Source: an optimization exercise on an open RTL-to-GDS flow (aim: small area, a short achievable clock period and few clock cycles per item). Production flows keep margins and buffers that such runs may drop.
Function was checked by simulation only, so behaviour that the tests miss may differ from the original.
Power and IR drop assume default switching activity.

==> flow/design.v (outline; a module is shown in full before it is edited, if it fits) <==
// module rca: 18 lines
// module gmux: 9 lines
// module CI_fir: 1430 lines
module CI_fir
	(
		input 		reset,
		input		clk,
		input		clk_en,
		input	[31:0]	dataa,
		input	[31:0]	datab,
		input		start,
		output	[31:0]	result,
		output		done
	);
  // ...
==> flow/flow/run.sh <==
#!/bin/bash
# Layout flow: the standard layout (standard.sh, unchanged synthesis and steps), with the
# resizer's setup repair told to keep MARGIN ns of slack against the 17 ns clock, so that it
# sizes and buffers the logic for the period the design can reach instead of stopping at 17 ns.
# Synthesis is the standard one except that SYNTH_ARGS=-noabc skips the quick ABC pass inside
# yosys synth (registers are unchanged), so extract_fa sees the adders as written and maps
# them to full-adder cells without extra inverters.
# make's full output goes to flow.log here; ORFS writes each step's log under orfs/logs/.
set -euo pipefail
MARGIN=12
bash standard.sh SYNTH_ARGS=-noabc SETUP_SLACK_MARGIN=$MARGIN finish > flow.log 2>&1
==> flow/standard.sh <==
#!/bin/bash
# synth_recipe.tcl (not shown) runs the flow's synth.tcl, then flattens the netlist and writes it again
# the make line also repeats each setting of config.mk as NAME=value (left out here)
make -C /OpenROAD-flow-scripts/flow DESIGN_CONFIG=/design/flow/config.mk WORK_HOME=/design/flow/orfs CLKGATE_MAP_FILE= SYNTH_SCRIPT=/design/flow/synth_recipe.tcl "${@:-finish}"
==> flow/config.mk <==
export PLATFORM = sky130hd
export DESIGN_NAME = CI_fir
export DESIGN_NICKNAME = CI_fir
export VERILOG_FILES = /design/flow/design.v
export SDC_FILE = /design/flow/constraint.sdc
export NUM_CORES = 4
export LEC_CHECK = 0
export CAP_MARGIN = 20
export CORE_MARGIN = 2
export CORE_UTILIZATION = 45
export CTS_CLUSTER_DIAMETER = 80
export CTS_CLUSTER_SIZE = 25
export SLEW_MARGIN = 20
==> flow/constraint.sdc <==
create_clock -name core_clock -period 17.0 [get_ports {clk}]
set_input_delay 3.4000 -clock core_clock [delete_from_list [all_inputs] [get_ports {clk}]]
set_output_delay 3.4000 -clock core_clock [all_outputs]
set_load 0.01 [all_outputs]
==> key figures, run 1 <==
Power and ir drop
  • Switching Fraction: 0.289
  • Clk pwr: roughly 3.2 mW
  • Comb power: between 1 and 1.5 mW

Status
  • Outcome: complete, no violations

Clock tree
  • Clk buf depth: 3
  • Root Buffer: clkbuf_16

Final layout
  • Most frequent cells in the layout: dfxtp_1 (1811), fa_1 (1472), a22o_1 (1191), nand2_1 (691), o21ai_0 (673)
  • Area growth syn-to-layout: 10.0%
  • Final non-clock buffer share: 0.0291
  • Fraction of area in registers: 0.357
  • # clk buffers: 124

Route
  • Met2 WL: 103000 um
  • Number of vias per cell: 5.43
  • Met3 wire length: 11000 um

Placement
  • DP Cell Count: about 10000
  • Final HPWL DP: 151000 um
  • Final GP Congestion: 0.796

Critical path
  • WP data required: 17560 ps
  • Worst setup endpoint: rres[17]$_DFFE_PP_
  • Max Fanout on Critical Path: 2

Synth
  • Most used DFF post-synth: dfxtp_1
  • Synthesized cell area: 96400 um2

Timing
  • Setup violations, final: 0
  • Unrepaired setup endpoints after global routing: true

Worst hold path
  • Hold path depth: 2

Floorplanning
  • Boundary Pins: 101

GRT
  • Met2 Use GR: 0.327
  • Gr ovfl total: 0
  • Most Crowded Layer GR: met2
Testbench counts, summed over its fixed seeds: cycles 9,608, items 9,600.
==> module gmux, before the edit <==
module gmux #(parameter W = 32) (
	input [W-1:0] n,
	input [W-1:0] q,
	input ln,
	input lq,
	output [W-1:0] d
);
	assign d = ({W{ln}} & n) | ({W{lq}} & q);
endmodule
==> inputs of run 2 (changes only) <==
--- a/flow/design.v
+++ b/flow/design.v
@@ -16,19 +16,21 @@
 	endgenerate
 	assign co = c[N];
 endmodule
 module gmux #(parameter W = 32) (
 	input [W-1:0] n,
 	input [W-1:0] q,
 	input ln,
 	input lq,
+	input [W-1:0] rv,
+	input lr,
 	output [W-1:0] d
 );
-	assign d = ({W{ln}} & n) | ({W{lq}} & q);
+	assign d = ({W{ln}} & n) | ({W{lq}} & q) | ({W{lr}} & rv);
 endmodule
 module CI_fir
 	(
 		input 		reset,
 		input		clk,
 		input		clk_en,
 		input	[31:0]	dataa,
 		input	[31:0]	datab,
@@ -740,21 +742,21 @@
 	wire [31:0] a4 = xr2;
 	wire [31:0] b4 = t5;
 	wire [31:0] n4;
 	wire [3:1] ncy4;
 	rca #(8) u4_0 (.a(a4[7:0]), .b(b4[7:0]), .ci(1'b0), .s(n4[7:0]), .co(ncy4[1]));
 	rca #(8) u4_1 (.a(a4[15:8]), .b(b4[15:8]), .ci(cy5[1]), .s(n4[15:8]), .co(ncy4[2]));
 	rca #(8) u4_2 (.a(a4[23:16]), .b(b4[23:16]), .ci(cy5[2]), .s(n4[23:16]), .co(ncy4[3]));
 	rca #(8) u4_3 (.a(a4[31:24]), .b(b4[31:24]), .ci(cy5[3]), .s(n4[31:24]), .co());
-	wire [31:0] a6 = ~{xr2[30:0],1'b0};
+	wire [31:0] a6 = {xr2[30:0],1'b0};
 	wire [31:0] b6 = t7;
 	wire [31:0] n6;
 	wire [3:1] ncy6;
-	rca #(8) u6_0 (.a(a6[7:0]), .b(b6[7:0]), .ci(1'b1), .s(n6[7:0]), .co(ncy6[1]));
+	rca #(8) u6_0 (.a(a6[7:0]), .b(b6[7:0]), .ci(1'b0), .s(n6[7:0]), .co(ncy6[1]));
 	rca #(8) u6_1 (.a(a6[15:8]), .b(b6[15:8]), .ci(cy7[1]), .s(n6[15:8]), .co(ncy6[2]));
 	rca #(8) u6_2 (.a(a6[23:16]), .b(b6[23:16]), .ci(cy7[2]), .s(n6[23:16]), .co(ncy6[3]));
 	rca #(8) u6_3 (.a(a6[31:24]), .b(b6[31:24]), .ci(cy7[3]), .s(n6[31:24]), .co());
 	wire [31:0] a7 = xr2;
 	wire [31:0] b7 = t8;
 	wire [31:0] n7;
 	wire [3:1] ncy7;
 	rca #(8) u7_0 (.a(a7[7:0]), .b(b7[7:0]), .ci(1'b0), .s(n7[7:0]), .co(ncy7[1]));
@@ -764,21 +766,21 @@
 	wire [31:0] a8 = xr2;
 	wire [31:0] b8 = t9;
 	wire [31:0] n8;
 	wire [3:1] ncy8;
 	rca #(8) u8_0 (.a(a8[7:0]), .b(b8[7:0]), .ci(1'b0), .s(n8[7:0]), .co(ncy8[1]));
 	rca #(8) u8_1 (.a(a8[15:8]), .b(b8[15:8]), .ci(cy9[1]), .s(n8[15:8]), .co(ncy8[2]));
 	rca #(8) u8_2 (.a(a8[23:16]), .b(b8[23:16]), .ci(cy9[2]), .s(n8[23:16]), .co(ncy8[3]));
 	rca #(8) u8_3 (.a(a8[31:24]), .b(b8[31:24]), .ci(cy9[3]), .s(n8[31:24]), .co());
-	wire [31:0] a9 = ~p3_f;
+	wire [31:0] a9 = p3_f;
 	wire [31:0] b9 = t10;
 	wire [31:0] n9;
 	wire [3:1] ncy9;
-	rca #(8) u9_0 (.a(a9[7:0]), .b(b9[7:0]), .ci(1'b1), .s(n9[7:0]), .co(ncy9[1]));
+	rca #(8) u9_0 (.a(a9[7:0]), .b(b9[7:0]), .ci(1'b0), .s(n9[7:0]), .co(ncy9[1]));
 	rca #(8) u9_1 (.a(a9[15:8]), .b(b9[15:8]), .ci(cy10[1]), .s(n9[15:8]), .co(ncy9[2]));
 	rca #(8) u9_2 (.a(a9[23:16]), .b(b9[23:16]), .ci(cy10[2]), .s(n9[23:16]), .co(ncy9[3]));
 	rca #(8) u9_3 (.a(a9[31:24]), .b(b9[31:24]), .ci(cy10[3]), .s(n9[31:24]), .co());
 	wire [31:0] a10 = xr2;
 	wire [31:0] b10 = t11;
 	wire [31:0] n10;
 	wire [3:1] ncy10;
 	rca #(8) u10_0 (.a(a10[7:0]), .b(b10[7:0]), .ci(1'b0), .s(n10[7:0]), .co(ncy10[1]));
@@ -788,45 +790,45 @@
 	wire [31:0] a11 = p3_f;
 	wire [31:0] b11 = t12;
 	wire [31:0] n11;
 	wire [3:1] ncy11;
 	rca #(8) u11_0 (.a(a11[7:0]), .b(b11[7:0]), .ci(1'b0), .s(n11[7:0]), .co(ncy11[1]));
 	rca #(8) u11_1 (.a(a11[15:8]), .b(b11[15:8]), .ci(cy12[1]), .s(n11[15:8]), .co(ncy11[2]));
 	rca #(8) u11_2 (.a(a11[23:16]), .b(b11[23:16]), .ci(cy12[2]), .s(n11[23:16]), .co(ncy11[3]));
 	rca #(8) u11_3 (.a(a11[31:24]), .b(b11[31:24]), .ci(cy12[3]), .s(n11[31:24]), .co());
-	wire [31:0] a12 = ~p5_f;
+	wire [31:0] a12 = p5_f;
 	wire [31:0] b12 = t13;
 	wire [31:0] n12;
 	wire [3:1] ncy12;
-	rca #(8) u12_0 (.a(a12[7:0]), .b(b12[7:0]), .ci(1'b1), .s(n12[7:0]), .co(ncy12[1]));
+	rca #(8) u12_0 (.a(a12[7:0]), .b(b12[7:0]), .ci(1'b0), .s(n12[7:0]), .co(ncy12[1]));
 	rca #(8) u12_1 (.a(a12[15:8]), .b(b12[15:8]), .ci(cy13[1]), .s(n12[15:8]), .co(ncy12[2]));
 	rca #(8) u12_2 (.a(a12[23:16]), .b(b12[23:16]), .ci(cy13[2]), .s(n12[23:16]), .co(ncy12[3]));
 	rca #(8) u12_3 (.a(a12[31:24]), .b(b12[31:24]), .ci(cy13[3]), .s(n12[31:24]), .co());
 	wire [31:0] a14 = {p3_f[30:0],1'b0};
 	wire [31:0] b14 = t15;
 	wire [31:0] n14;
 	wire [3:1] ncy14;
 	rca #(8) u14_0 (.a(a14[7:0]), .b(b14[7:0]), .ci(1'b0), .s(n14[7:0]), .co(ncy14[1]));
 	rca #(8) u14_1 (.a(a14[15:8]), .b(b14[15:8]), .ci(cy15[1]), .s(n14[15:8]), .co(ncy14[2]));
 	rca #(8) u14_2 (.a(a14[23:16]), .b(b14[23:16]), .ci(cy15[2]), .s(n14[23:16]), .co(ncy14[3]));
 	rca #(8) u14_3 (.a(a14[31:24]), .b(b14[31:24]), .ci(cy15[3]), .s(n14[31:24]), .co());
-	wire [31:0] a15 = ~{p3_f[30:0],1'b0};
+	wire [31:0] a15 = {p3_f[30:0],1'b0};
 	wire [31:0] b15 = t16;
 	wire [31:0] n15;
 	wire [3:1] ncy15;
-	rca #(8) u15_0 (.a(a15[7:0]), .b(b15[7:0]), .ci(1'b1), .s(n15[7:0]), .co(ncy15[1]));
+	rca #(8) u15_0 (.a(a15[7:0]), .b(b15[7:0]), .ci(1'b0), .s(n15[7:0]), .co(ncy15[1]));
 	rca #(8) u15_1 (.a(a15[15:8]), .b(b15[15:8]), .ci(cy16[1]), .s(n15[15:8]), .co(ncy15[2]));
 	rca #(8) u15_2 (.a(a15[23:16]), .b(b15[23:16]), .ci(cy16[2]), .s(n15[23:16]), .co(ncy15[3]));
 	rca #(8) u15_3 (.a(a15[31:24]), .b(b15[31:24]), .ci(cy16[3]), .s(n15[31:24]), .co());
-	wire [31:0] a16 = ~p3_f;
+	wire [31:0] a16 = p3_f;
 	wire [31:0] b16 = t17;
 	wire [31:0] n16;
 	wire [3:1] ncy16;
-	rca #(8) u16_0 (.a(a16[7:0]), .b(b16[7:0]), .ci(1'b1), .s(n16[7:0]), .co(ncy16[1]));
+	rca #(8) u16_0 (.a(a16[7:0]), .b(b16[7:0]), .ci(1'b0), .s(n16[7:0]), .co(ncy16[1]));
 	rca #(8) u16_1 (.a(a16[15:8]), .b(b16[15:8]), .ci(cy17[1]), .s(n16[15:8]), .co(ncy16[2]));
 	rca #(8) u16_2 (.a(a16[23:16]), .b(b16[23:16]), .ci(cy17[2]), .s(n16[23:16]), .co(ncy16[3]));
 	rca #(8) u16_3 (.a(a16[31:24]), .b(b16[31:24]), .ci(cy17[3]), .s(n16[31:24]), .co());
 	wire [31:0] a17 = {p5_f[30:0],1'b0};
 	wire [31:0] b17 = t18;
 	wire [31:0] n17;
 	wire [3:1] ncy17;
 	rca #(8) u17_0 (.a(a17[7:0]), .b(b17[7:0]), .ci(1'b0), .s(n17[7:0]), .co(ncy17[1]));
@@ -836,21 +838,21 @@
 	wire [31:0] a18 = m7_f;
 	wire [31:0] b18 = t19;
 	wire [31:0] n18;
 	wire [3:1] ncy18;
 	rca #(8) u18_0 (.a(a18[7:0]), .b(b18[7:0]), .ci(1'b0), .s(n18[7:0]), .co(ncy18[1]));
 	rca #(8) u18_1 (.a(a18[15:8]), .b(b18[15:8]), .ci(cy19[1]), .s(n18[15:8]), .co(ncy18[2]));
 	rca #(8) u18_2 (.a(a18[23:16]), .b(b18[23:16]), .ci(cy19[2]), .s(n18[23:16]), .co(ncy18[3]));
 	rca #(8) u18_3 (.a(a18[31:24]), .b(b18[31:24]), .ci(cy19[3]), .s(n18[31:24]), .co());
-	wire [31:0] a19 = ~p9_f;
+	wire [31:0] a19 = p9_f;
 	wire [31:0] b19 = t20;
 	wire [31:0] n19;
 	wire [3:1] ncy19;
-	rca #(8) u19_0 (.a(a19[7:0]), .b(b19[7:0]), .ci(1'b1), .s(n19[7:0]), .co(ncy19[1]));
+	rca #(8) u19_0 (.a(a19[7:0]), .b(b19[7:0]), .ci(1'b0), .s(n19[7:0]), .co(ncy19[1]));
 	rca #(8) u19_1 (.a(a19[15:8]), .b(b19[15:8]), .ci(cy20[1]), .s(n19[15:8]), .co(ncy19[2]));
 	rca #(8) u19_2 (.a(a19[23:16]), .b(b19[23:16]), .ci(cy20[2]), .s(n19[23:16]), .co(ncy19[3]));
 	rca #(8) u19_3 (.a(a19[31:24]), .b(b19[31:24]), .ci(cy20[3]), .s(n19[31:24]), .co());
 	wire [31:0] o1_20 = {xr2[27:0],4'b0};
 	wire [31:0] o2_20 = p3_f;
 	wire [31:0] a20 = o1_20 ^ o2_20 ^ t21;
 	wire [31:0] m20 = (o1_20 & o2_20) | (o1_20 & t21) | (o2_20 & t21);
 	wire [31:0] b20 = {m20[30:0], 1'b0};
@@ -931,21 +933,21 @@
 	wire [31:0] m28 = (o1_28 & o2_28) | (o1_28 & t29) | (o2_28 & t29);
 	wire [31:0] b28 = {m28[30:0], 1'b0};
 	wire [31:0] n28;
 	wire [3:1] ncy28;
 	rca #(8) u28_0 (.a(a28[7:0]), .b(b28[7:0]), .ci(1'b0), .s(n28[7:0]), .co(ncy28[1]));
 	rca #(8) u28_1 (.a(a28[15:8]), .b(b28[15:8]), .ci(cy29[1]), .s(n28[15:8]), .co(ncy28[2]));
 	rca #(8) u28_2 (.a(a28[23:16]), .b(b28[23:16]), .ci(cy29[2]), .s(n28[23:16]), .co(ncy28[3]));
 	rca #(8) u28_3 (.a(a28[31:24]), .b(b28[31:24]), .ci(cy29[3]), .s(n28[31:24]), .co());
-	wire [31:0] a29 = ~p9_f;
+	wire [31:0] a29 = p9_f;
 	wire [31:0] b29 = t30;
 	wire [31:0] n29;
 	wire [3:1] ncy29;
-	rca #(8) u29_0 (.a(a29[7:0]), .b(b29[7:0]), .ci(1'b1), .s(n29[7:0]), .co(ncy29[1]));
+	rca #(8) u29_0 (.a(a29[7:0]), .b(b29[7:0]), .ci(1'b0), .s(n29[7:0]), .co(ncy29[1]));
 	rca #(8) u29_1 (.a(a29[15:8]), .b(b29[15:8]), .ci(cy30[1]), .s(n29[15:8]), .co(ncy29[2]));
 	rca #(8) u29_2 (.a(a29[23:16]), .b(b29[23:16]), .ci(cy30[2]), .s(n29[23:16]), .co(ncy29[3]));
 	rca #(8) u29_3 (.a(a29[31:24]), .b(b29[31:24]), .ci(cy30[3]), .s(n29[31:24]), .co());
 	wire [31:0] a30 = m7_f;
 	wire [31:0] b30 = t31;
 	wire [31:0] n30;
 	wire [3:1] ncy30;
 	rca #(8) u30_0 (.a(a30[7:0]), .b(b30[7:0]), .ci(1'b0), .s(n30[7:0]), .co(ncy30[1]));
@@ -955,45 +957,45 @@
 	wire [31:0] a31 = {p5_f[30:0],1'b0};
 	wire [31:0] b31 = t32;
 	wire [31:0] n31;
 	wire [3:1] ncy31;
 	rca #(8) u31_0 (.a(a31[7:0]), .b(b31[7:0]), .ci(1'b0), .s(n31[7:0]), .co(ncy31[1]));
 	rca #(8) u31_1 (.a(a31[15:8]), .b(b31[15:8]), .ci(cy32[1]), .s(n31[15:8]), .co(ncy31[2]));
 	rca #(8) u31_2 (.a(a31[23:16]), .b(b31[23:16]), .ci(cy32[2]), .s(n31[23:16]), .co(ncy31[3]));
 	rca #(8) u31_3 (.a(a31[31:24]), .b(b31[31:24]), .ci(cy32[3]), .s(n31[31:24]), .co());
-	wire [31:0] a32 = ~p3_f;
+	wire [31:0] a32 = p3_f;
 	wire [31:0] b32 = t33;
 	wire [31:0] n32;
 	wire [3:1] ncy32;
-	rca #(8) u32_0 (.a(a32[7:0]), .b(b32[7:0]), .ci(1'b1), .s(n32[7:0]), .co(ncy32[1]));
+	rca #(8) u32_0 (.a(a32[7:0]), .b(b32[7:0]), .ci(1'b0), .s(n32[7:0]), .co(ncy32[1]));
 	rca #(8) u32_1 (.a(a32[15:8]), .b(b32[15:8]), .ci(cy33[1]), .s(n32[15:8]), .co(ncy32[2]));
 	rca #(8) u32_2 (.a(a32[23:16]), .b(b32[23:16]), .ci(cy33[2]), .s(n32[23:16]), .co(ncy32[3]));
 	rca #(8) u32_3 (.a(a32[31:24]), .b(b32[31:24]), .ci(cy33[3]), .s(n32[31:24]), .co());
-	wire [31:0] a33 = ~{p3_f[30:0],1'b0};
+	wire [31:0] a33 = {p3_f[30:0],1'b0};
 	wire [31:0] b33 = t34;
 	wire [31:0] n33;
 	wire [3:1] ncy33;
-	rca #(8) u33_0 (.a(a33[7:0]), .b(b33[7:0]), .ci(1'b1), .s(n33[7:0]), .co(ncy33[1]));
+	rca #(8) u33_0 (.a(a33[7:0]), .b(b33[7:0]), .ci(1'b0), .s(n33[7:0]), .co(ncy33[1]));
 	rca #(8) u33_1 (.a(a33[15:8]), .b(b33[15:8]), .ci(cy34[1]), .s(n33[15:8]), .co(ncy33[2]));
 	rca #(8) u33_2 (.a(a33[23:16]), .b(b33[23:16]), .ci(cy34[2]), .s(n33[23:16]), .co(ncy33[3]));
 	rca #(8) u33_3 (.a(a33[31:24]), .b(b33[31:24]), .ci(cy34[3]), .s(n33[31:24]), .co());
 	wire [31:0] a34 = {p3_f[30:0],1'b0};
 	wire [31:0] b34 = t35;
 	wire [31:0] n34;
 	wire [3:1] ncy34;
 	rca #(8) u34_0 (.a(a34[7:0]), .b(b34[7:0]), .ci(1'b0), .s(n34[7:0]), .co(ncy34[1]));
 	rca #(8) u34_1 (.a(a34[15:8]), .b(b34[15:8]), .ci(cy35[1]), .s(n34[15:8]), .co(ncy34[2]));
 	rca #(8) u34_2 (.a(a34[23:16]), .b(b34[23:16]), .ci(cy35[2]), .s(n34[23:16]), .co(ncy34[3]));
 	rca #(8) u34_3 (.a(a34[31:24]), .b(b34[31:24]), .ci(cy35[3]), .s(n34[31:24]), .co());
-	wire [31:0] a36 = ~p5_f;
+	wire [31:0] a36 = p5_f;
 	wire [31:0] b36 = t37;
 	wire [31:0] n36;
 	wire [3:1] ncy36;
-	rca #(8) u36_0 (.a(a36[7:0]), .b(b36[7:0]), .ci(1'b1), .s(n36[7:0]), .co(ncy36[1]));
+	rca #(8) u36_0 (.a(a36[7:0]), .b(b36[7:0]), .ci(1'b0), .s(n36[7:0]), .co(ncy36[1]));
 	rca #(8) u36_1 (.a(a36[15:8]), .b(b36[15:8]), .ci(cy37[1]), .s(n36[15:8]), .co(ncy36[2]));
 	rca #(8) u36_2 (.a(a36[23:16]), .b(b36[23:16]), .ci(cy37[2]), .s(n36[23:16]), .co(ncy36[3]));
 	rca #(8) u36_3 (.a(a36[31:24]), .b(b36[31:24]), .ci(cy37[3]), .s(n36[31:24]), .co());
 	wire [31:0] a37 = p3_f;
 	wire [31:0] b37 = t38;
 	wire [31:0] n37;
 	wire [3:1] ncy37;
 	rca #(8) u37_0 (.a(a37[7:0]), .b(b37[7:0]), .ci(1'b0), .s(n37[7:0]), .co(ncy37[1]));
@@ -1003,21 +1005,21 @@
 	wire [31:0] a38 = xr2;
 	wire [31:0] b38 = t39;
 	wire [31:0] n38;
 	wire [3:1] ncy38;
 	rca #(8) u38_0 (.a(a38[7:0]), .b(b38[7:0]), .ci(1'b0), .s(n38[7:0]), .co(ncy38[1]));
 	rca #(8) u38_1 (.a(a38[15:8]), .b(b38[15:8]), .ci(cy39[1]), .s(n38[15:8]), .co(ncy38[2]));
 	rca #(8) u38_2 (.a(a38[23:16]), .b(b38[23:16]), .ci(cy39[2]), .s(n38[23:16]), .co(ncy38[3]));
 	rca #(8) u38_3 (.a(a38[31:24]), .b(b38[31:24]), .ci(cy39[3]), .s(n38[31:24]), .co());
-	wire [31:0] a39 = ~p3_f;
+	wire [31:0] a39 = p3_f;
 	wire [31:0] b39 = t40;
 	wire [31:0] n39;
 	wire [3:1] ncy39;
-	rca #(8) u39_0 (.a(a39[7:0]), .b(b39[7:0]), .ci(1'b1), .s(n39[7:0]), .co(ncy39[1]));
+	rca #(8) u39_0 (.a(a39[7:0]), .b(b39[7:0]), .ci(1'b0), .s(n39[7:0]), .co(ncy39[1]));
 	rca #(8) u39_1 (.a(a39[15:8]), .b(b39[15:8]), .ci(cy40[1]), .s(n39[15:8]), .co(ncy39[2]));
 	rca #(8) u39_2 (.a(a39[23:16]), .b(b39[23:16]), .ci(cy40[2]), .s(n39[23:16]), .co(ncy39[3]));
 	rca #(8) u39_3 (.a(a39[31:24]), .b(b39[31:24]), .ci(cy40[3]), .s(n39[31:24]), .co());
 	wire [31:0] a40 = xr2;
 	wire [31:0] b40 = t41;
 	wire [31:0] n40;
 	wire [3:1] ncy40;
 	rca #(8) u40_0 (.a(a40[7:0]), .b(b40[7:0]), .ci(1'b0), .s(n40[7:0]), .co(ncy40[1]));
@@ -1027,45 +1029,45 @@
 	wire [31:0] a41 = xr2;
 	wire [31:0] b41 = t42;
 	wire [31:0] n41;
 	wire [3:1] ncy41;
 	rca #(8) u41_0 (.a(a41[7:0]), .b(b41[7:0]), .ci(1'b0), .s(n41[7:0]), .co(ncy41[1]));
 	rca #(8) u41_1 (.a(a41[15:8]), .b(b41[15:8]), .ci(cy42[1]), .s(n41[15:8]), .co(ncy41[2]));
 	rca #(8) u41_2 (.a(a41[23:16]), .b(b41[23:16]), .ci(cy42[2]), .s(n41[23:16]), .co(ncy41[3]));
 	rca #(8) u41_3 (.a(a41[31:24]), .b(b41[31:24]), .ci(cy42[3]), .s(n41[31:24]), .co());
-	wire [31:0] a42 = ~{xr2[30:0],1'b0};
+	wire [31:0] a42 = {xr2[30:0],1'b0};
 	wire [31:0] b42 = t43;
 	wire [31:0] n42;
 	wire [3:1] ncy42;
-	rca #(8) u42_0 (.a(a42[7:0]), .b(b42[7:0]), .ci(1'b1), .s(n42[7:0]), .co(ncy42[1]));
+	rca #(8) u42_0 (.a(a42[7:0]), .b(b42[7:0]), .ci(1'b0), .s(n42[7:0]), .co(ncy42[1]));
 	rca #(8) u42_1 (.a(a42[15:8]), .b(b42[15:8]), .ci(cy43[1]), .s(n42[15:8]), .co(ncy42[2]));
 	rca #(8) u42_2 (.a(a42[23:16]), .b(b42[23:16]), .ci(cy43[2]), .s(n42[23:16]), .co(ncy42[3]));
 	rca #(8) u42_3 (.a(a42[31:24]), .b(b42[31:24]), .ci(cy43[3]), .s(n42[31:24]), .co());
 	wire [31:0] a44 = xr2;
 	wire [31:0] b44 = t45;
 	wire [31:0] n44;
 	wire [3:1] ncy44;
 	rca #(8) u44_0 (.a(a44[7:0]), .b(b44[7:0]), .ci(1'b0), .s(n44[7:0]), .co(ncy44[1]));
 	rca #(8) u44_1 (.a(a44[15:8]), .b(b44[15:8]), .ci(cy45[1]), .s(n44[15:8]), .co(ncy44[2]));
 	rca #(8) u44_2 (.a(a44[23:16]), .b(b44[23:16]), .ci(cy45[2]), .s(n44[23:16]), .co(ncy44[3]));
 	rca #(8) u44_3 (.a(a44[31:24]), .b(b44[31:24]), .ci(cy45[3]), .s(n44[31:24]), .co());
-	wire [31:0] a45 = ~{xr2[30:0],1'b0};
+	wire [31:0] a45 = {xr2[30:0],1'b0};
 	wire [31:0] b45 = t46;
 	wire [31:0] n45;
 	wire [3:1] ncy45;
-	rca #(8) u45_0 (.a(a45[7:0]), .b(b45[7:0]), .ci(1'b1), .s(n45[7:0]), .co(ncy45[1]));
+	rca #(8) u45_0 (.a(a45[7:0]), .b(b45[7:0]), .ci(1'b0), .s(n45[7:0]), .co(ncy45[1]));
 	rca #(8) u45_1 (.a(a45[15:8]), .b(b45[15:8]), .ci(cy46[1]), .s(n45[15:8]), .co(ncy45[2]));
 	rca #(8) u45_2 (.a(a45[23:16]), .b(b45[23:16]), .ci(cy46[2]), .s(n45[23:16]), .co(ncy45[3]));
 	rca #(8) u45_3 (.a(a45[31:24]), .b(b45[31:24]), .ci(cy46[3]), .s(n45[31:24]), .co());
-	wire [31:0] a46 = ~xr2;
+	wire [31:0] a46 = xr2;
 	wire [31:0] b46 = t47;
 	wire [31:0] n46;
 	wire [3:1] ncy46;
-	rca #(8) u46_0 (.a(a46[7:0]), .b(b46[7:0]), .ci(1'b1), .s(n46[7:0]), .co(ncy46[1]));
+	rca #(8) u46_0 (.a(a46[7:0]), .b(b46[7:0]), .ci(1'b0), .s(n46[7:0]), .co(ncy46[1]));
 	rca #(8) u46_1 (.a(a46[15:8]), .b(b46[15:8]), .ci(cy47[1]), .s(n46[15:8]), .co(ncy46[2]));
 	rca #(8) u46_2 (.a(a46[23:16]), .b(b46[23:16]), .ci(cy47[2]), .s(n46[23:16]), .co(ncy46[3]));
 	rca #(8) u46_3 (.a(a46[31:24]), .b(b46[31:24]), .ci(cy47[3]), .s(n46[31:24]), .co());
 	wire [31:0] a47 = {xr2[30:0],1'b0};
 	wire [31:0] b47 = t48;
 	wire [31:0] n47;
 	wire [3:1] ncy47;
 	rca #(8) u47_0 (.a(a47[7:0]), .b(b47[7:0]), .ci(1'b0), .s(n47[7:0]), .co(ncy47[1]));
@@ -1324,17 +1326,29 @@
 	wire S_P54 = S_p[24] & S_P32;
 	wire S_G55 = S_g[26] | (S_p[26] & S_G41);
 	wire S_P55 = S_p[26] & S_P41;
 	wire S_G56 = S_g[28] | (S_p[28] & S_G35);
 	wire S_P56 = S_p[28] & S_P35;
 	wire S_G57 = S_g[30] | (S_p[30] & S_G42);
 	wire S_P57 = S_p[30] & S_P42;
 	wire [31:0] S = S_p ^ {S_G57, S_G42, S_G56, S_G35, S_G55, S_G41, S_G54, S_G32, S_G53, S_G40, S_G52, S_G34, S_G51, S_G39, S_G50, S_G29, S_G49, S_G38, S_G48, S_G33, S_G47, S_G37, S_G46, S_G25, S_G45, S_G36, S_G44, S_G17, S_G43, S_G1, S_g[0], 1'b0};
-	wire [31:0] y = dataa + S;
+	wire [31:0] y_g0 = (dataa) & (S);
+	wire [31:0] y_p0 = (dataa) ^ (S);
+	wire [31:0] y_g1 = y_g0 | (y_p0 & {y_g0[30:0], 1'b0});
+	wire [31:0] y_p1 = y_p0 & {y_p0[30:0], {1{1'b1}}};
+	wire [31:0] y_g2 = y_g1 | (y_p1 & {y_g1[29:0], 2'b0});
+	wire [31:0] y_p2 = y_p1 & {y_p1[29:0], {2{1'b1}}};
+	wire [31:0] y_g3 = y_g2 | (y_p2 & {y_g2[27:0], 4'b0});
+	wire [31:0] y_p3 = y_p2 & {y_p2[27:0], {4{1'b1}}};
+	wire [31:0] y_g4 = y_g3 | (y_p3 & {y_g3[23:0], 8'b0});
+	wire [31:0] y_p4 = y_p3 & {y_p3[23:0], {8{1'b1}}};
+	wire [31:0] y_g5 = y_g4 | (y_p4 & {y_g4[15:0], 16'b0});
+	wire [31:0] y_p5 = y_p4 & {y_p4[15:0], {16{1'b1}}};
+	wire [31:0] y = y_p0 ^ {y_g5[30:0], 1'b0};
 	reg [23:0] rres;
 	assign result = {8'b0, rres};
 	always @(posedge clk) begin
 		if (load) begin
 			rres <= y[31:8];
 		end
 	end
 	reg done_reg;
@@ -1345,19 +1359,20 @@
 			done_reg <= start;
 		end
 	end
 	assign done = done_reg;
 	wire sel_new = load;             
 	wire sel_old = ~load & ~reset;
 	wire [1848:0] d_all;
 	gmux #(1849) g_all (
-		.n({dataa, xr1, p3_n[31:1], p5_n[31:2], m7_n[31:3], p9_n[31:3], m31_n[31:5], n4, ncy4, t6, cy6, n6, ncy6, n7, ncy7, n8, ncy8, n9, ncy9, n10, ncy10, n11, ncy11, n12, ncy12, t14, cy14, n14, ncy14, n15, ncy15, n16, ncy16, n17, ncy17, n18, ncy18, n19, ncy19, n20, ncy20, n21, ncy21, n22, ncy22, n23, ncy23, n24, ncy24, n25, ncy25, n26, ncy26, n27, ncy27, n28, ncy28, n29, ncy29, n30, ncy30, n31, ncy31, n32, ncy32, n33, ncy33, n34, ncy34, t36, cy36, n36, ncy36, n37, ncy37, n38, ncy38, n39, ncy39, n40, ncy40, n41, ncy41, n42, ncy42, t44, cy44, n44, ncy44, n45, ncy45, n46, ncy46, n47, ncy47, n48, ncy48, xr2, u_n}),
+		.n({dataa, xr1, p3_n[31:1], p5_n[31:2], m7_n[31:3], p9_n[31:3], m31_n[31:5], n4, ncy4, t6, cy6, ~n6, ~ncy6, ~n7, ~ncy7, n8, ncy8, ~n9, ~ncy9, ~n10, ~ncy10, n11, ncy11, ~n12, ~ncy12, t14, cy14, ~n14, ~ncy14, ~n15, ~ncy15, n16, ncy16, ~n17, ~ncy17, n18, ncy18, ~n19, ~ncy19, ~n20, ~ncy20, n21, ncy21, n22, ncy22, n23, ncy23, n24, ncy24, n25, ncy25, n26, ncy26, n27, ncy27, n28, ncy28, ~n29, ~ncy29, ~n30, ~ncy30, n31, ncy31, ~n32, ~ncy32, n33, ncy33, ~n34, ~ncy34, t36, cy36, ~n36, ~ncy36, ~n37, ~ncy37, n38, ncy38, ~n39, ~ncy39, ~n40, ~ncy40, n41, ncy41, ~n42, ~ncy42, t44, cy44, ~n44, ~ncy44, ~n45, ~ncy45, n46, ncy46, ~n47, ~ncy47, n48, ncy48, xr2, u_n}),
 		.q({xr1, xr2, p3, p5, m7, p9, m31, t4, cy4, t5, cy5, t6, cy6, t7, cy7, t8, cy8, t9, cy9, t10, cy10, t11, cy11, t12, cy12, t13, cy13, t14, cy14, t15, cy15, t16, cy16, t17, cy17, t18, cy18, t19, cy19, t20, cy20, t21, cy21, t22, cy22, t23, cy23, t24, cy24, t25, cy25, t26, cy26, t27, cy27, t28, cy28, t29, cy29, t30, cy30, t31, cy31, t32, cy32, t33, cy33, t34, cy34, t35, cy35, t36, cy36, t37, cy37, t38, cy38, t39, cy39, t40, cy40, t41, cy41, t42, cy42, t43, cy43, t44, cy44, t45, cy45, t46, cy46, t47, cy47, t48, cy48, t49, u}),
-		.ln(sel_new), .lq(sel_old), .d(d_all));
+		.rv({32'b0, 32'b0, 31'b0, 30'b0, 29'b0, 29'b0, 27'b0, 32'b0, 3'b0, 32'b0, 3'b0, 32'b0, 3'b0, {32{1'b1}}, {3{1'b1}}, 32'b0, 3'b0, 32'b0, 3'b0, {32{1'b1}}, {3{1'b1}}, 32'b0, 3'b0, 32'b0, 3'b0, {32{1'b1}}, {3{1'b1}}, {32{1'b1}}, {3{1'b1}}, 32'b0, 3'b0, {32{1'b1}}, {3{1'b1}}, {32{1'b1}}, {3{1'b1}}, 32'b0, 3'b0, 32'b0, 3'b0, {32{1'b1}}, {3{1'b1}}, 32'b0, 3'b0, 32'b0, 3'b0, 32'b0, 3'b0, 32'b0, 3'b0, 32'b0, 3'b0, 32'b0, 3'b0, 32'b0, 3'b0, 32'b0, 3'b0, 32'b0, 3'b0, {32{1'b1}}, {3{1'b1}}, 32'b0, 3'b0, 32'b0, 3'b0, {32{1'b1}}, {3{1'b1}}, {32{1'b1}}, {3{1'b1}}, 32'b0, 3'b0, 32'b0, 3'b0, {32{1'b1}}, {3{1'b1}}, 32'b0, 3'b0, 32'b0, 3'b0, {32{1'b1}}, {3{1'b1}}, 32'b0, 3'b0, 32'b0, 3'b0, {32{1'b1}}, {3{1'b1}}, {32{1'b1}}, {3{1'b1}}, 32'b0, 3'b0, {32{1'b1}}, {3{1'b1}}, {32{1'b1}}, {3{1'b1}}, 32'b0, 3'b0, 32'b0, 32'b0}),
+		.ln(sel_new), .lq(sel_old), .lr(reset), .d(d_all));
 	always @(posedge clk) begin
 		xr1 <= d_all[1848:1817];
 		xr2 <= d_all[1816:1785];
 		p3 <= d_all[1784:1754];
 		p5 <= d_all[1753:1724];
 		m7 <= d_all[1723:1695];
 		p9 <= d_all[1694:1666];
 		m31 <= d_all[1665:1639];
==> key figures, run 2 <==
Status
  • Outcome: complete, no violations

Timing
  • Achievable Freq: 197 MHz
  • Setup_tns: 0 ps
  • Fraction of the cycle the final worst path needs: 0.299
  • Fin. Hold Viols: 0
  • Final Critical Period: 5080 ps
  • Worst slew pin tran: a little over 1000 ps
  • Unrepaired setup endpoints after global routing: true
  • Max-Slew Margin vs Limit: 0.312
  • Clock Skews: 87.4 ps
  • Setup violations, final: 0 (unchanged)
  • Slew Viols, Final: 0
  • Final Worst Setup Slack: 11920 ps

Critical path
  • Max Fanout on Critical Path: 39 (+37)
  • Worst Path Arrival: 5780 ps
  • Kind of critical path: in -> reg
  • WP data required: 17700 ps (+140 ps)
  • Setup crit end kind: flip-flop
  • Flop2flop setup slack: 11990 ps
  • CP startpoint kind: input port

Synth
  • Most used DFF post-synth: dfxtp_1
  • Synth Area in XOR/XNOR: 0.0204
  • Avg Inst Size Synth: roughly 12 um2
  • Top cell type's share of synthesized area: 0.391
  • Complex-gate fraction of the synthesized area: 0.153
  • Syn. warnings: 1
  • Synth async-reset ratio: 0
  • Adder-Cell Fraction of Synth Area: 0.354
  • Register area share after synthesis: 0.399
  • Distinct cells, synth: 72
  • Largest family of logic cells by synthesized area: adder cells
  • Mux cell area share after synthesis: 0
  • Leading area contributor after synthesis: dfxtp_1
  • Cell with the most instances after synthesis: dfxtp_1
  • Simple-gate share of the synthesized area: 0.0503
  • Synth Register Bits: ~1900
  • Post-synth top cells: dfxtp_1 (1850), fa_1 (1474), a22o_1 (683), nand2_1 (654), o21ai_0 (644)
  • Synthesized cell area: 94700 um2 (-1.8%)
  • Synth area leaders: dfxtp_1 (39%), fa_1 (31%), a22o_1 (6.3%)
  • Cells after Synth: 7811
  • Number of synthesized flops with an enable pin: 24

Placement
  • IO buf count: 60
  • Final HPWL DP: 162000 um (+6.9%)
  • Area of placed instances: 98300 um2
  • Pre-CTS worst setup slack: 8440 ps
  • Final GP Congestion: 0.824 (+3.5%)

Clock tree
  • Clk buf depth: 3 (unchanged)
  • Skew-Pair Late Insertion Delay: 810 ps
  • Hold-fix buffers at CTS: 0
  • Clock-pin slew on the worst setup and hold paths: 90 ps
  • Root Buffer: clkbuf_16
  • Num CTS Buffers: 106
  • Htree depth: 3
  • CTS tree: done
  • Clk sinks: between 1500 and 2000

Route
  • DR DRC count: 0
  • DR pass1 iterations: 5
  • DR WL/cell: 22.8 um
  • Via count: between 50000 and 60000
  • Number of vias per cell: 5.54 (+2.0%)
  • DRT antenna net count: 0
  • Initial drt markers: approximately 4200
  • Post-Route WL: 243000 um

Final layout
  • Most frequent cells in the layout: dfxtp_1 (1803), fa_1 (1473), a22o_1 (683), nand2_1 (652), o21ai_0 (638)
  • Share of cells above drive strength 1: 0.0684
  • Final Net Count: 9621
  • Area of the multi-input gates: 55200 um2
  • Area growth syn-to-layout: 10.2%
  • Fin util: 0.498
  • Final Cell Area: 104000 um2
  • Fillers: 18500
  • Most common cell after layout, fill and taps aside: dfxtp_1
  • Flip-flop and latch area: 37800 um2

Floorplanning
  • Boundary Pins: 101 (unchanged)
  • Core area: 209000 um2
  • Die Area: 214000 um2
  • Num rows: 168
  • Die height: about 460 um
  • Die X: between 400 and 500 um
  • Starting Density: 0.452

GRT
  • Vias in the first global route: about 62000
  • Initial antenna violation count: 5
  • First-pass GRT wire length: 377000 um
  • Gr ovfl total: 0 (unchanged)
  • Largest net degree at the start of global routing: 200
  • Overall Global Routing Usage: 0.226

Power and ir drop
  • Lkg Pwr: 44.3 nW
  • Peak supply drop: 0.0888 mV
  • Power per cell area: 90.0 nW/um2

Worst hold path
  • Worst hold path type: reg -> reg

Job
  • Max-cap violations: 0
## run 2: cell type report
class                   count  area share
multi-input cells        5361       0.529
flip-flops and latches   1874       0.363
well taps                2805      0.0336
repair buffers            259      0.0312
clock buffers             117      0.0262
clock inverters            78      0.0112
inverters                 156     0.00577
repair inverters            2    0.000168
diodes                      2   0.0000480
## run 2: final timing paths
path,startpoint,endpoint,depth (start not counted)
worst max-delay path,reset,t11[6]$_DFF_P_,9
worst max register to register,xr2[2]$_DFF_P_,t23[15]$_DFF_P_,11
worst min-delay path,t36[0]$_DFF_P_,t35[0]$_DFF_P_,1
worst min register to register,t36[0]$_DFF_P_,t35[0]$_DFF_P_,1
## run 2: through the flow
| step | power (mW) | instances | hold WS (ps) |
|---|---|---|---|
| after global placement | 6.21 | 10400 | 416 |
| after floorplan | 5.78 | 7818 | 406 |
| final | 9.39 | 10700 | 411 |
| after global routing | 9.83 | 10700 | 436 |
| after detailed placement | 6.24 | 10400 | 426 |
| after CTS | 9.43 | 10600 | 393 |
## run 2: what timing repair did
item,in CTS,in global routing
pin swaps,36,28
gates cloned,18,15
resized for setup,233,92
buffers inserted,30,21
endpoints found under the setup margin,1884,984
## run 2: worst max-delay path, stage by stage
cell	delay, ps
clkdlybuf4s50_1	500
buf_12	210
or2_4	230
buf_12	150
inv_16	60
buf_16	320
buf_16	200
clkbuf_16	220
a22o_1	250
## run 2: cells by family after synthesis
group,count (synthesis)
buffers and inverters,588
adder cells (fa/ha/maj),1793
AO/OA/AOI/OAI,2136
flip-flops,1874
other,1
XOR/XNOR,221
AND/OR/NAND/NOR,1198
## run 2: power breakdown
group / total, mW / internal (mW) / switching, mW
clock: 3.15 / 1.45 / 1.70
combinational: 1.41 / 0.611 / 0.802
sequential: 4.83 / 4.61 / 0.220
## run 2: metal layers
layer / part of all wire / track usage / up-vias
met2: 0.46 / 0.356 / 1353
li1: - / - / 26600
met1: 0.46 / 0.332 / 30900
met4: 0.021 / 0.0456 / 0
met3: 0.058 / 0.0327 / 254
met5: 0 / 0 / -
Testbench counts of run 2, summed over its fixed seeds: cycles 9,608, items 9,600.
==> inputs of run 3 (changes only) <==
--- a/flow/config.mk
+++ b/flow/config.mk
@@ -9,3 +9,3 @@
 export CORE_MARGIN = 2
-export CORE_UTILIZATION = 45
+export CORE_UTILIZATION = 70
 export CTS_CLUSTER_DIAMETER = 80
==> key figures, run 3 <==
Power and ir drop
  • Power per cell area: 86.8 nW/um2 (-3.5%)
  • Switching Fraction: 0.284 (-0.00553)
  • Lkg Pwr: 44.0 nW (-0.77%)
  • P_sw: 2.52 mW (-7.4%)
  • Register share of total power: 0.544 (+0.030)
  • Clock power frac: 0.296 (-0.039)
  • Comb pwr share: 0.160 (+0.009)
  • Int Power: 6.34 mW (-4.9%)
  • Peak supply drop: 0.0855 mV (-3.7%)
  • Total power: 8.86 mW (-5.6%)

Route
  • Initial drt markers: 5143 (+23%)
  • DR pass1 iterations: 5 (unchanged)
  • DR DRC count: 0 (unchanged)
  • Number of vias per cell: 6.25 (+13%)
  • DR WL/cell: 24.2 um (+6.2%)
  • Post-Route WL: 231000 um (-4.9%)
  • Via count: 59700 (+1.1%)
  • DRT antenna net count: 0 (unchanged)

Floorplanning
  • Die X: 372 um (-20%)
  • Die height: 372 um (-20%)
  • Num rows: 134 (-20%)
  • Core area: 134000 um2 (-36%)
  • Starting Density: 0.708 (+0.255)
  • Boundary Pins: 101 (unchanged)
  • Die Area: 138000 um2 (-35%)

Synth
  • Leading area contributor after synthesis: dfxtp_1
  • Number of synthesized flops with an enable pin: 24 (unchanged)
  • Mux cell area share after synthesis: 0 (unchanged)
  • Synth Register Bits: 1874 (unchanged)
  • Register area share after synthesis: 0.399 (unchanged)
  • Avg Inst Size Synth: 12.1 um2 (unchanged)
  • Top cell type's share of synthesized area: 0.391 (unchanged)
  • Post-synth top cells: dfxtp_1 (1850), fa_1 (1474), a22o_1 (683), nand2_1 (654), o21ai_0 (644)
  • Cells after Synth: 7811 (unchanged)
  • Synth async-reset ratio: 0 (unchanged)
  • Simple-gate share of the synthesized area: 0.0503 (unchanged)
  • Adder-Cell Fraction of Synth Area: 0.354 (unchanged)
  • Largest family of logic cells by synthesized area: adder cells
  • Synthesized cell area: 94700 um2 (unchanged)
  • Distinct cells, synth: 72 (unchanged)
  • Cell with the most instances after synthesis: dfxtp_1
  • Synth area leaders: dfxtp_1 (39%), fa_1 (31%), a22o_1 (6.3%)
  • Synth Area in XOR/XNOR: 0.0204 (unchanged)
  • Complex-gate fraction of the synthesized area: 0.153 (unchanged)
  • Syn. warnings: 1 (unchanged)
  • Most used DFF post-synth: dfxtp_1

Timing
  • Final Critical Period: 5160 ps (+77.8 ps)
  • Worst slew pin tran: 1040 ps (+11.8 ps)
  • Setup violations, final: 0 (unchanged)
  • Worst hold-check slack: 434 ps (+22.8 ps)
  • Setup_tns: 0 ps (unchanged)
  • Clock Skews: 27.1 ps (-60.3 ps)
  • Fraction of the cycle the final worst path needs: 0.303 (+0.00458)
  • Slew Viols, Final: 0 (unchanged)
  • Max-Slew Margin vs Limit: 0.303 (-0.00885)
  • Fin. Hold Viols: 0 (unchanged)
  • Unrepaired setup endpoints after global routing: true
  • Achievable Freq: 194 MHz (-1.5%)

Placement
  • Final HPWL DP: 150000 um (-7.0%)
  • IO buf count: 60 (unchanged)
  • Final GP Congestion: 0.853 (+3.6%)
  • DP Cell Count: 9325 (-10%)
  • Area of placed instances: 97000 um2 (-1.4%)

GRT
  • Gr ovfl total: 0 (unchanged)
  • Overall Global Routing Usage: 0.345 (+0.120)
  • Largest net degree at the start of global routing: 179 (-11%)
  • Vias in the first global route: 64300 (+2.9%)
  • Initial antenna violation count: 3 (-2)
  • First-pass GRT wire length: 368000 um (-2.3%)

Critical path
  • Register-to-Register Path Depth: 22 (+11)
  • Worst r2r dst: rres[19]$_DFFE_PP_
  • Max Fanout on Critical Path: 3 (-92%)
  • Kind of critical path: in -> reg
  • R2r startpoint: xr1[1]$_DFF_P_
  • Flop2flop setup slack: 12080 ps (+90 ps)
  • Setup crit end kind: flip-flop
  • Critical Path Source: dataa[1]
  • CP startpoint kind: input port
  • WP data required: 17480 ps (-220 ps)
  • Worst Path Arrival: 5640 ps (-140 ps)

Final layout
  • Finished Layout Cells: 9549 (-10%)
  • Final Net Count: 9600 (-0.22%)
  • Area growth syn-to-layout: 7.86%
  • Most frequent cells in the layout: dfxtp_1 (1813), fa_1 (1473), a22o_1 (683), nand2_1 (652), o21ai_0 (639)
  • Most common cell after layout, fill and taps aside: dfxtp_1
  • Share of cells above drive strength 1: 0.0582 (-0.0102)
  • Final Cell Area: 102000 um2 (-2.1%)

Clock tree
  • Htree depth: 3 (unchanged)
  • Root Buffer: clkbuf_16
  • Skew-Pair Late Insertion Delay: 750 ps (-60 ps)
  • Num CTS Buffers: 93 (-12%)
  • Clk sinks: 1874 (unchanged)
  • Clock-pin slew on the worst setup and hold paths: 100 ps (about the same)
  • Clk buf depth: 3 (unchanged)
  • CTS tree: done

Worst hold path
  • Worst hold path type: reg -> reg
  • Hold path depth: 1 (unchanged)
  • Worst Hold Launch: t15[0]$_DFF_P_
  • WHS Endpoint: t14[0]$_DFF_P_

Job
  • Max-cap violations: 0 (unchanged)

Status
  • Outcome: complete, no violations
-- run 3: cell count changes in the layout (fill, tap and decap cells not counted), sizes merged, moves of 2 or more --
cell	before	now
buf	185	176
clkbuf	134	114
bufinv	14	3
bufbuf	8	19
clkinv	22	12
dlymetal6s2s	0	2
inv	189	174
clkinvlp	11	1
or2	9	7
-- run 3: worst max-delay path by stage --
stage | to | slack, ps | cells past startpoint
global route | rres[20]$_DFFE_PP_ | 11740 | 11
floorplan | rres[20]$_DFFE_PP_ | 11510 | 10
global placement | t16[1]$_DFF_P_ | 8710 | 6
CTS | rres[20]$_DFFE_PP_ | 11930 | 11
finish | rres[19]$_DFFE_PP_ | 11840 | 11
detailed placement | t30[6]$_DFF_P_ | 8670 | 7
-- run 3: cell families (layout without fill, tap and decap cells) --
kind of cell	after synthesis	in the layout
other	1	9
flip-flops	1874	1874
buffers and inverters	588	548
AND/OR/NAND/NOR	1198	1200
AO/OA/AOI/OAI	2136	2136
XOR/XNOR	221	221
adder cells (fa/ha/maj)	1793	1793
-- run 3: power groups by stage --
stage / clock network (mW) / logic, mW / registers [mW]
global route: 2.81 / 1.58 / 4.86
finish: 2.62 / 1.42 / 4.82
global placement: 0 / 1.23 / 4.92
floorplan: 0 / 0.885 / 4.90
detailed placement: 0 / 1.27 / 4.93
CTS: 2.66 / 1.38 / 4.83
-- run 3: layout make-up --
type / count / area (um2)
repair buffers: 254 / 3430
flip-flops and latches: 1874 / 37800
repair inverters: 2 / 17.5
clock inverters: 32 / 398
clock buffers: 104 / 2460
inverters: 156 / 602
fillers: 8778 / 31700
well taps: 1768 / 2210
multi-input cells: 5358 / 55200
diodes: 1 / 2.50
-- run 3: routing by layer --
layer  track usage  routed length [um]  vias up
li1              -                   -    26500
met1         0.472               95800    31100
met2         0.578              113000     1763
met3        0.0479               14000      367
met4         0.109                8400        4
met5             0                  27        -
-- run 3: critical path, cell delays in order --
cell and delay (ps):
buf_6 110, ha_4 250, nand4_1 110, a21o_4 260, a2111oi_4 440, o311ai_2 170
a21boi_2 290, a41oi_4 200, o21bai_4 190, buf_4 150, xor2_4 70
-- run 3: metrics by stage --
step / setup slack [ps] / util
6_report: 11840 / 0.763
2_1_floorplan: 11510 / -
4_1_cts: 11930 / 0.760
3_3_place_gp: 8710 / 0.725
3_5_place_dp: 8670 / 0.725
5_1_grt: 11740 / 0.763
-- run 3: timing repair --
item,in CTS,in global routing
gates cloned,36,9
buffers inserted,30,12
endpoints found under the setup margin,1914,1170
pin swaps,31,20
hold buffers,0,0
resized for setup,214,52
==> inputs of run 4 (changes only) <==
--- a/flow/flow/run.sh
+++ b/flow/flow/run.sh
@@ -9,3 +9,3 @@
 set -euo pipefail
-MARGIN=12
+MARGIN=12.3
 bash standard.sh SYNTH_ARGS=-noabc SETUP_SLACK_MARGIN=$MARGIN finish > flow.log 2>&1
==> key figures, run 4 <==
Status
  • Outcome: complete, no violations

Floorplanning
  • Die height: 372 um (unchanged)
  • Boundary Pins: 101 (unchanged)
  • Core area: 134000 um2 (unchanged)
  • Die X: 372 um (unchanged)
  • Starting Density: 0.708 (unchanged)
  • Die Area: 138000 um2 (unchanged)
  • Num rows: 134 (unchanged)

Power and ir drop
  • Peak supply drop: 0.103 mV (+21%)
  • Lkg Pwr: 44.6 nW (+1.4%)
  • Power per cell area: 86.6 nW/um2 (-0.27%)

Route
  • Initial drt markers: 5146 (+0.058%)
  • DR pass1 iterations: 6 (+1)
  • DRT antenna net count: 0 (unchanged)
  • Number of vias per cell: 6.34 (+1.4%)
  • Post-Route WL: 247000 um (+7.0%)
  • DR DRC count: 0 (unchanged)
  • DR WL/cell: 25.7 um (+6.2%)
  • Via count: 61000 (+2.2%)

Synth
  • Syn. warnings: 1 (unchanged)
  • Number of synthesized flops with an enable pin: 24 (unchanged)
  • Post-synth top cells: dfxtp_1 (1850), fa_1 (1474), a22o_1 (683), nand2_1 (654), o21ai_0 (644)
  • Synth area leaders: dfxtp_1 (39%), fa_1 (31%), a22o_1 (6.3%)
  • Synth async-reset ratio: 0 (unchanged)
  • Register area share after synthesis: 0.399 (unchanged)
  • Synth Register Bits: 1874 (unchanged)
  • Cell with the most instances after synthesis: dfxtp_1
  • Leading area contributor after synthesis: dfxtp_1
  • Distinct cells, synth: 72 (unchanged)
  • Top cell type's share of synthesized area: 0.391 (unchanged)
  • Cells after Synth: 7811 (unchanged)
  • Avg Inst Size Synth: 12.1 um2 (unchanged)
  • Most used DFF post-synth: dfxtp_1
  • Synthesized cell area: 94700 um2 (unchanged)

Clock tree
  • Clock-pin slew on the worst setup and hold paths: 90 ps (about the same)
  • Num CTS Buffers: 96 (+3.2%)
  • Skew-Pair Late Insertion Delay: 760 ps (about the same)
  • Htree depth: 3 (unchanged)
  • Hold-fix buffers at CTS: 0 (unchanged)
  • Clk buf depth: 3 (unchanged)
  • Root Buffer: clkbuf_16
  • CTS tree: done
  • Clk sinks: 1874 (unchanged)

Timing
  • Setup_tns: 0 ps (unchanged)
  • Fin. Hold Viols: 0 (unchanged)
  • Fraction of the cycle the final worst path needs: 0.302 (-0.000906)
  • Unrepaired setup endpoints after global routing: true
  • Achievable Freq: 194 MHz (+0.30%)
  • Worst slew pin tran: 1040 ps (-7.84 ps)
  • Clock Skews: 44.7 ps (+17.6 ps)
  • Setup violations, final: 0 (unchanged)
  • Max-Slew Margin vs Limit: 0.309 (+0.00618)
  • Slew Viols, Final: 0 (unchanged)
  • Final Critical Period: 5140 ps (-15.4 ps)

Job
  • Max-cap violations: 0 (unchanged)

Final layout
  • Final Net Count: 9670 (+0.73%)
  • Most frequent cells in the layout: dfxtp_1 (1797), fa_1 (1459), a22o_1 (683), nand2_1 (651), o21ai_0 (637)
  • Area growth syn-to-layout: 9.31%
  • Most common cell after layout, fill and taps aside: dfxtp_1
  • Fillers: 8487 (-3.3%)
  • Share of cells above drive strength 1: 0.0770 (+0.0188)
  • Fin util: 0.773 (+0.0102)

Placement
  • Final HPWL DP: 150000 um (-0.29%)
  • IO buf count: 60 (unchanged)
  • Final GP Congestion: 0.858 (+0.50%)

Critical path
  • Max Fanout on Critical Path: 3 (unchanged)
  • Worst Path Arrival: 5620 ps (-20 ps)
  • Kind of critical path: in -> reg
  • WP data required: 17480 ps (about the same)
  • Setup crit end kind: flip-flop
  • CP startpoint kind: input port

GRT
  • Vias in the first global route: 65100 (+1.3%)
  • First-pass GRT wire length: 383000 um (+4.0%)
  • Overall Global Routing Usage: 0.363 (+0.0175)
  • Initial antenna violation count: 3 (unchanged)
  • Largest net degree at the start of global routing: 112 (-37%)
  • Gr ovfl total: 0 (unchanged)

Worst hold path
  • Worst hold path type: reg -> reg
-- run 4: cell count changes in the layout (fill, tap and decap cells not counted), moves of 7 or more --
cell	delta
xnor2_2	+7
buf_6	+11
dfxtp_4	+15
buf_2	+23
fa_2	+14
xnor2_1	-7
buf_4	+17
buf_12	+8
buf_16	+13
clkbuf_16	+7
dfxtp_1	-16
dlygate4sd2_1	-26
fa_1	-14
-- run 4: area by class of cell --
type,count,area [um2],share of cell area
Sequential cell,1874,37900,0.366
Clock inverter,38,437,0.00422
Tap cell,1768,2210,0.0214
Inverter,156,602,0.00582
Multi-Input combinational cell,5361,55300,0.535
Timing Repair Buffer,316,4450,0.0430
Antenna cell,1,2.50,0.0000242
Timing Repair inverter,4,40.0,0.000387
Clock buffer,105,2510,0.0242
-- run 4: critical path, stage by stage --
cell and delay (ps):
buf_8 100, ha_4 250, nand4_1 120, a21o_4 260
a2111oi_4 470, o311ai_4 160, a21boi_2 250, a41oi_4 170
o21ai_2 190, a21oi_2 90, xnor2_2 150
-- run 4: logic make-up after synthesis --
family          after synthesis  synth area share
compound gates             2136             0.153
flops                      1874             0.399
fa+ha+maj                  1793             0.354
simple gates               1198            0.0503
buf+inv                     588            0.0237
xor+xnor                    221            0.0204
other cells                   1         0.0000396
-- run 4: final timing paths --
path | start | endpoint | slack [ps] | cells after the start
hold / removal | t35[0]$_DFF_P_ | t34[0]$_DFF_P_ | 440 | 1
setup reg to reg | xr1[4]$_DFF_P_ | rres[16]$_DFFE_PP_ | 12110 | 23
hold reg to reg | t35[0]$_DFF_P_ | t34[0]$_DFF_P_ | 440 | 1
setup / recovery | dataa[2] | rres[22]$_DFFE_PP_ | 11860 | 11
-- run 4: routing by layer --
layer  GRT usage  wire, um  vias to the layer above
met1       0.484     98000                    31700
met2       0.601    119000                     2094
li1            -         -                    26700
met4       0.136     12400                        4
met3      0.0624     17700                      528
met5           0        27                        -
-- run 4: metrics by stage --
| step | area, um2 | hold WS (ps) | cells | setup WS (ps) | total power, mW |
|---|---|---|---|---|---|
| after global placement | 97000 | 420 | 9315 | 8940 | 6.15 |
| after floorplan | 95500 | 406 | 7818 | 11530 | 5.79 |
| after CTS | 103000 | 437 | 9570 | 11890 | 8.92 |
| after detailed placement | 97000 | 427 | 9315 | 8920 | 6.19 |
| final | 103000 | 438 | 9623 | 11860 | 8.96 |
| after global routing | 103000 | 467 | 9622 | 11800 | 9.33 |
-- run 4: power breakdown --
group / internal [mW] / switching, mW / leakage [nW]
Combinational: 0.650 / 0.821 / 27.9
Clock: 1.12 / 1.54 / 1.44
Sequential: 4.60 / 0.220 / 15.3
Total: 6.37 / 2.59 / 44.6
-- run 4: repair_timing --
item / in CTS / in global routing
pin swaps: 47 / 46
gates cloned: 57 / 14
resized for setup: 356 / 77
setup endpoints to repair: 1918 / 919
buffers inserted: 55 / 38
==> inputs of run 5 (changes only) <==
==> flow/flow/run.sh (replaced) <==
#!/bin/bash
# Layout flow: the standard layout (standard.sh, unchanged synthesis and steps), with the
# resizer's setup repair told to keep MARGIN ns of slack against the 17 ns clock, so that it
# sizes and buffers the logic for the period the design can reach instead of stopping at 17 ns.
# make's full output goes to flow.log here; ORFS writes each step's log under orfs/logs/.
set -euo pipefail
MARGIN=12
bash standard.sh SETUP_SLACK_MARGIN=$MARGIN finish > flow.log 2>&1
--- a/flow/config.mk
+++ b/flow/config.mk
@@ -9,3 +9,3 @@
 export CORE_MARGIN = 2
-export CORE_UTILIZATION = 70
+export CORE_UTILIZATION = 45
 export CTS_CLUSTER_DIAMETER = 80
==> key figures, run 5 <==
Synth
  • Largest family of logic cells by synthesized area: adder cells
  • Register area share after synthesis: 0.384 (-0.0145)
  • Synth async-reset ratio: 0 (unchanged)
  • Synth Register Bits: 1874 (unchanged)
  • Cell with the most instances after synthesis: dfxtp_1
  • Cells after Synth: 9194 (+18%)
  • Simple-gate share of the synthesized area: 0.0505 (+0.000110)
  • Leading area contributor after synthesis: dfxtp_1
  • Syn. warnings: 1 (unchanged)
  • Synthesized cell area: 98200 um2 (+3.8%)
  • Mux cell area share after synthesis: 0 (unchanged)
  • Post-synth top cells: dfxtp_1 (1850), inv_1 (1500), fa_1 (1474), nand2_1 (725), o21ai_0 (725)
  • Synth area leaders: dfxtp_1 (38%), fa_1 (30%), inv_1 (5.7%)
  • Complex-gate fraction of the synthesized area: 0.131 (-0.0222)
  • Top cell type's share of synthesized area: 0.377 (-0.0142)
  • Synth Area in XOR/XNOR: 0.0196 (-0.000831)
  • Number of synthesized flops with an enable pin: 24 (unchanged)
  • Distinct cells, synth: 68 (-5.6%)
  • Most used DFF post-synth: dfxtp_1
  • Adder-Cell Fraction of Synth Area: 0.341 (-0.0131)
  • Avg Inst Size Synth: 10.7 um2 (-12%)

Clock tree
  • Num CTS Buffers: 112 (+17%)
  • Clk buf depth: 3 (unchanged)
  • Clk sinks: 1874 (unchanged)
  • Root Buffer: clkbuf_16
  • Clock-pin slew on the worst setup and hold paths: 90 ps (about the same)
  • Skew-Pair Late Insertion Delay: 880 ps (+120 ps)
  • CTS tree: done
  • Htree depth: 3 (unchanged)

Final layout
  • Final Cell Area: 110000 um2 (+6.4%)
  • Fin util: 0.507 (-0.266)
  • Area growth syn-to-layout: 12.1%
  • Most common cell after layout, fill and taps aside: dfxtp_1
  • Most frequent cells in the layout: dfxtp_1 (1818), inv_1 (1466), fa_1 (1398), nand2_1 (723), o21ai_0 (713)
  • Share of cells above drive strength 1: 0.0830 (+0.00599)
  • Final Net Count: 11100 (+15%)

Timing
  • Achievable Freq: 190 MHz (-2.2%)
  • Setup_tns: 0 ps (unchanged)
  • Slew Viols, Final: 0 (unchanged)
  • Unrepaired setup endpoints after global routing: true
  • Fin. Hold Viols: 0 (unchanged)
  • Max-Slew Margin vs Limit: 0.278 (-0.0311)
  • Clock Skews: 110 ps (+65.0 ps)
  • Fraction of the cycle the final worst path needs: 0.309 (+0.00671)
  • Final Worst Setup Slack: 11740 ps (-114 ps)
  • Worst slew pin tran: 1080 ps (+46.6 ps)
  • Setup violations, final: 0 (unchanged)
  • Final Critical Period: 5260 ps (+114 ps)

Floorplanning
  • Die height: 471 um (+27%)
  • Die Area: 222000 um2 (+61%)
  • Starting Density: 0.452 (-0.255)
  • Die X: 471 um (+27%)
  • Num rows: 171 (+28%)
  • Core area: 217000 um2 (+62%)
  • Boundary Pins: 101 (unchanged)

GRT
  • Vias in the first global route: 69100 (+6.1%)
  • Largest net degree at the start of global routing: 99 (-12%)
  • Initial antenna violation count: 3 (unchanged)
  • Gr ovfl total: 0 (unchanged)
  • First-pass GRT wire length: 428000 um (+12%)
  • Overall Global Routing Usage: 0.252 (-0.110)

Route
  • DR DRC count: 0 (unchanged)
  • Number of vias per cell: 5.36 (-15%)
  • Via count: 65400 (+7.2%)
  • DR pass1 iterations: 6 (unchanged)
  • DRT antenna net count: 0 (unchanged)
  • DR WL/cell: 23.1 um (-9.9%)
  • Post-Route WL: 282000 um (+14%)
  • Initial drt markers: 4799 (-6.7%)

Power and ir drop
  • Peak supply drop: 0.0876 mV (-15%)
  • Total power: 9.64 mW (+7.6%)
  • Power per cell area: 87.5 nW/um2 (+1.1%)
  • Lkg Pwr: 44.3 nW (-0.74%)

Placement
  • Area of placed instances: 102000 um2 (+5.2%)
  • Final GP Congestion: 0.844 (-1.6%)
  • IO buf count: 60 (unchanged)
  • Pre-CTS worst setup slack: 8220 ps (-698 ps)
  • Final HPWL DP: 182000 um (+22%)

Critical path
  • WP data required: 17640 ps (+160 ps)
  • Flop2flop setup slack: 11830 ps (-280 ps)
  • Setup crit end kind: flip-flop
  • R2r startpoint: u[2]$_DFF_P_
  • Worst r2r dst: rres[22]$_DFFE_PP_
  • Worst Path Arrival: 5890 ps (+270 ps)
  • Register-to-Register Path Depth: 19 (-17%)
  • Max Fanout on Critical Path: 3 (unchanged)
  • CP startpoint kind: input port
  • Kind of critical path: in -> reg

Worst hold path
  • Worst hold path type: reg -> reg
  • Hold path depth: 1 (unchanged)
  • WHS Endpoint: t13[12]$_DFF_P_
  • Worst Hold Launch: t14[12]$_DFF_P_

Job
  • Max-cap violations: 0 (unchanged)

Status
  • Outcome: complete, no violations
run 5: worst max-delay path, stage by stage:
cell      delay [ps]
clkbuf_4         180
ha_4             300
nand3_1          120
a21oi_4          330
o211ai_1         120
buf_4            190
a21oi_4          190
nor4_4            60
buf_4            170
o31ai_4          220
a311oi_2         150
buf_4            160
buf_4            120
xnor2_1          110
run 5: worst max-delay path by stage:
stage,startpoint,end,cells after the start
6_report,dataa[5],rres[22]$_DFFE_PP_,14
5_1_grt,u[2]$_DFF_P_,rres[23]$_DFFE_PP_,23
4_1_cts,u[2]$_DFF_P_,rres[23]$_DFFE_PP_,17
3_5_place_dp,reset,p9[9]$_DFF_P_,8
3_3_place_gp,reset,p9[11]$_DFF_P_,8
2_1_floorplan,dataa[8],rres[23]$_DFFE_PP_,10
run 5: cell families after synthesis:
logic type               Yosys count
AO/OA/AOI/OAI                   2125
XOR/XNOR                         220
adder cells (fa/ha/maj)         1791
buffers and inverters           1933
flip-flops                      1874
other                              1
AND/OR/NAND/NOR                 1250
run 5: cell type report:
class,count,area (um2)
antenna,1,2.50
clock buffer,121,2900
clock inverter,90,1210
fill,19200,107000
inverter,1501,5770
multi-input combinational,5398,54200
sequential,1874,37900
tap,2854,3570
timing repair buffer,350,4550
timing repair inverter,1,8.76
run 5: where the power goes:
part           total [mW]  switching [mW]  internal (mW)
registers            4.74           0.135           4.60
logic                1.65           0.992          0.660
clock network        3.24            1.82           1.43
total                9.64            2.94           6.69
run 5: per-stage QoR:
stage	std cells	hold WS, ps
6_report	12200	439
5_1_grt	12200	463
3_3_place_gp	11800	418
3_5_place_dp	11800	419
4_1_cts	12100	441
2_1_floorplan	9201	406
run 5: repair_timing:
| item | in CTS | in global routing |
|---|---|---|
| setup endpoints to repair | 1892 | 792 |
| buffers inserted | 93 | 42 |
| hold buffers | 0 | 0 |
| gates resized for setup | 357 | 110 |
| gates cloned | 37 | 18 |
| pin swaps | 44 | 45 |
run 5: metal layers:
metal,vias up,routed length (um),track usage
met3,398,15400,0.0309
li1,29500,-,-
met1,33700,122000,0.351
met4,0,9670,0.0753
met2,1754,135000,0.414
met5,-,0,0

what the ideal ports hide:
Ports are ideal in the flow. The routed layouts listed here were re-timed in OpenROAD.
Step 1: set_driving_cell puts a clkbuf_16 on clk and a buf_2 on each other input, an assumption about the parent block.
Step 2 times the ports against the registers' clock, not the clock port: input delays grow and output delays shrink by t, the midpoint of the rising clock arrivals with the driver on.
Slacks: ideal ports / drivers / drivers and shift; pairs: ideal ports / drivers.
run	t, ns	slack for setup (ns)	worst hold slack (ns)	slew at the worst register clock pin (ns)	pins driven straight from the clock port
run 1	0.859	11.720 / 11.757 / 10.898	0.461 / 0.461 / 0.461	0.10 / 0.10	1
run 2	0.854	11.921 / 11.981 / 11.128	0.411 / 0.411 / 0.411	0.11 / 0.11	1
run 3	0.809	11.843 / 11.885 / 11.076	0.434 / 0.434 / 0.434	0.10 / 0.10	1
run 4	0.812	11.859 / 11.892 / 11.080	0.438 / 0.438 / 0.438	0.11 / 0.11	1
run 5	0.916	11.745 / 11.806 / 10.890	0.439 / 0.439 / 0.439	0.10 / 0.10	1
After both steps setup and hold are still met in every run listed. For run 5, which loses most, drivers alone change the setup slack by +0.061 ns; drivers and shift together by -0.855 ns.
